This design comes from an exercise in tuning for small area, a short achievable clock period and few clock cycles per item on the open sky130 flow, not from production work.
Only simulation tests tie the RTL to the original design; equivalence was not proved.

== P ==
## complex_multiplier
module complex_multiplier
#(
    parameter INTEGER_WIDTH = 3,
    parameter FRACTIONAL_WIDTH = 13
)
(
    input  wire                                          clk,
    input  wire                                          rst_n,
    input  wire                                          input_a_tvalid,
    output wire                                          input_a_tready,
    input  wire [2*(INTEGER_WIDTH+FRACTIONAL_WIDTH)-1:0] input_a_tdata,
    input  wire                                          input_b_tvalid,
    output wire                                          input_b_tready,
    input  wire [2*(INTEGER_WIDTH+FRACTIONAL_WIDTH)-1:0] input_b_tdata,
    output reg                                           output_prod_tvalid,
    input  wire                                          output_prod_tready,
    output wire [2*(INTEGER_WIDTH+FRACTIONAL_WIDTH)-1:0] output_prod_tdata
);
    reg         v0, v1, q1v;
    reg  [15:0] ar, ai;
    reg  [24:0] br, bi;     
    function [24:0] booth_enc;
        input [15:0] y;
        integer k;
  ...
export LEC_CHECK = 0
export CAP_MARGIN = 20
export CORE_MARGIN = 2
export CORE_UTILIZATION = 40
export SLEW_MARGIN = 20
export SYNTH_HIERARCHICAL = 1
export SYNTH_MINIMUM_KEEP_SIZE = 0
create_clock -name core_clock -period 10.0 [get_ports {clk}]
standard.sh (not shown) runs the stock make flow with config.mk's settings and CLKGATE_MAP_FILE= SYNTH_SCRIPT=/design/flow/synth_recipe.tcl, a recipe that flattens the netlist after the stock synthesis.
==> flow/flow/run.sh <==
#!/bin/bash
# The standard layout (standard.sh), with the port buffers made as sky130_fd_sc_hd__buf_2
# cells instead of buffer_ports' default, and timing repair aiming at 6.8 ns of setup slack.
set -euo pipefail
export BUFFER_PORTS_ARGS="-buffer_cell sky130_fd_sc_hd__buf_2"
export SETUP_SLACK_MARGIN=6.8
bash standard.sh > standard.log 2>&1
P completed every stage of the flow, and the final layout passed the timing, DRC and antenna checks.
Testbench counts of P, summed over its fixed seeds: cycles 12,024, items 12,000.
diff inputs: P => Q
--- a/flow/flow/run.sh
+++ b/flow/flow/run.sh
@@ -3 +3 @@
-# cells instead of buffer_ports' default, and timing repair aiming at 6.8 ns of setup slack.
+# cells instead of buffer_ports' default, and timing repair aiming at 6.3 ns of setup slack.
@@ -6 +6 @@
-export SETUP_SLACK_MARGIN=6.8
+export SETUP_SLACK_MARGIN=6.3
Results
Of Q and P, the run reporting the lower detailed-route wire length was Q. The clock period minus final worst setup slack of Q exceeds that of P by 0.045 ns. Relative to P, the layout cell share with drive strength beyond 1 of Q is lower by 7.2 points.

========
Another version of the RTL of complex_multiplier (not shown whole).
Size in the first run: ~2800 cells after synthesis, ~280 flip-flops, about 0.033 sq mm of cells after synthesis.
==> flow/design.v (excerpt) <==
module complex_multiplier
#(
    parameter INTEGER_WIDTH = 3,
    parameter FRACTIONAL_WIDTH = 13
)
(
    input  wire                                          clk,
    input  wire                                          rst_n,
    input  wire                                          input_a_tvalid,
    output wire                                          input_a_tready,
    input  wire [2*(INTEGER_WIDTH+FRACTIONAL_WIDTH)-1:0] input_a_tdata,
    input  wire                                          input_b_tvalid,
    output wire                                          input_b_tready,
    input  wire [2*(INTEGER_WIDTH+FRACTIONAL_WIDTH)-1:0] input_b_tdata,
    output reg                                           output_prod_tvalid,
    input  wire                                          output_prod_tready,
    output wire [2*(INTEGER_WIDTH+FRACTIONAL_WIDTH)-1:0] output_prod_tdata
);
clock: 10.0 ns
lec_check: 0
cap_margin: 20
core_margin: 2
core_utilization: 40
setup_slack_margin: 5
slew_margin: 20
synth_hierarchical: 1
synth_minimum_keep_size: 0
run.sh (not shown) runs the stock make flow with config.mk's settings and CLKGATE_MAP_FILE= SYNTH_SCRIPT=/design/flow/synth_recipe.tcl, a recipe that flattens the netlist after the stock synthesis.
Stock flow here: none of the scripts above is used.
Testbench counts at the start, summed over its fixed seeds: cycles 12,024, items 12,000.
Edit:
==> flow/flow/run.sh (new file) <==
#!/bin/bash
# The standard layout (standard.sh), with the port buffers made as sky130_fd_sc_hd__buf_2
# cells instead of buffer_ports' default, and timing repair aiming at 5.8 ns of setup slack.
set -euo pipefail
export BUFFER_PORTS_ARGS="-buffer_cell sky130_fd_sc_hd__buf_2"
export SETUP_SLACK_MARGIN=5.8
bash standard.sh > standard.log 2>&1
==> flow/standard.sh (new file) <==
#!/bin/bash
# synth_recipe.tcl (not shown) runs the flow's synth.tcl, then flattens the netlist and writes it again
# the make line also repeats each setting of config.mk as NAME=value (left out here)
make -C /OpenROAD-flow-scripts/flow DESIGN_CONFIG=/design/flow/config.mk WORK_HOME=/design/flow/orfs CLKGATE_MAP_FILE= SYNTH_SCRIPT=/design/flow/synth_recipe.tcl "${@:-finish}"
SETUP_SLACK_MARGIN = unset   (was 5)
removed: flow/run.sh
Count of clock-buffer cells in the layout goes down by 1.
Final area goes down by 0.78%.
Flip-flop and latch count does not change.
Via count goes down by 0.57%.

## re-timing with driven ports
How much do the figures lean on ideal ports? The routed layouts below were timed once more, with nothing changed but the port constraints. Step 1 sets driving cells, clkbuf_16 on the clock port and buf_2 on the other inputs (assumed; they add their load-dependent delay and slew). Step 2 also shifts input and output timing later by t, the mid clock arrival at the registers, as if the neighbouring blocks saw the same clock. a / b / c = ideal / step 1 / step 2; a / b = the first two.
run | shift t [ns] | setup WS [ns] | hold WS [ns] | worst data-port slew with drivers (ns) | pins driven straight from the clock port
P | 0.617 | 6.138 / 6.138 / 6.138 | 0.509 / 0.509 / 0.509 | 0.05 | 1
Q | 0.625 | 6.093 / 6.093 / 6.093 | 0.510 / 0.510 / 0.510 | 0.04 | 1
the first run of note 2 | 0.629 | 5.649 / 5.634 / 5.649 | 0.510 / 0.510 / 0.510 | 0.04 | 1
the second run of note 2 | 0.629 | 5.943 / 5.943 / 5.943 | 0.523 / 0.523 / 0.523 | 0.04 | 1
After both steps every run listed still meets setup and hold.
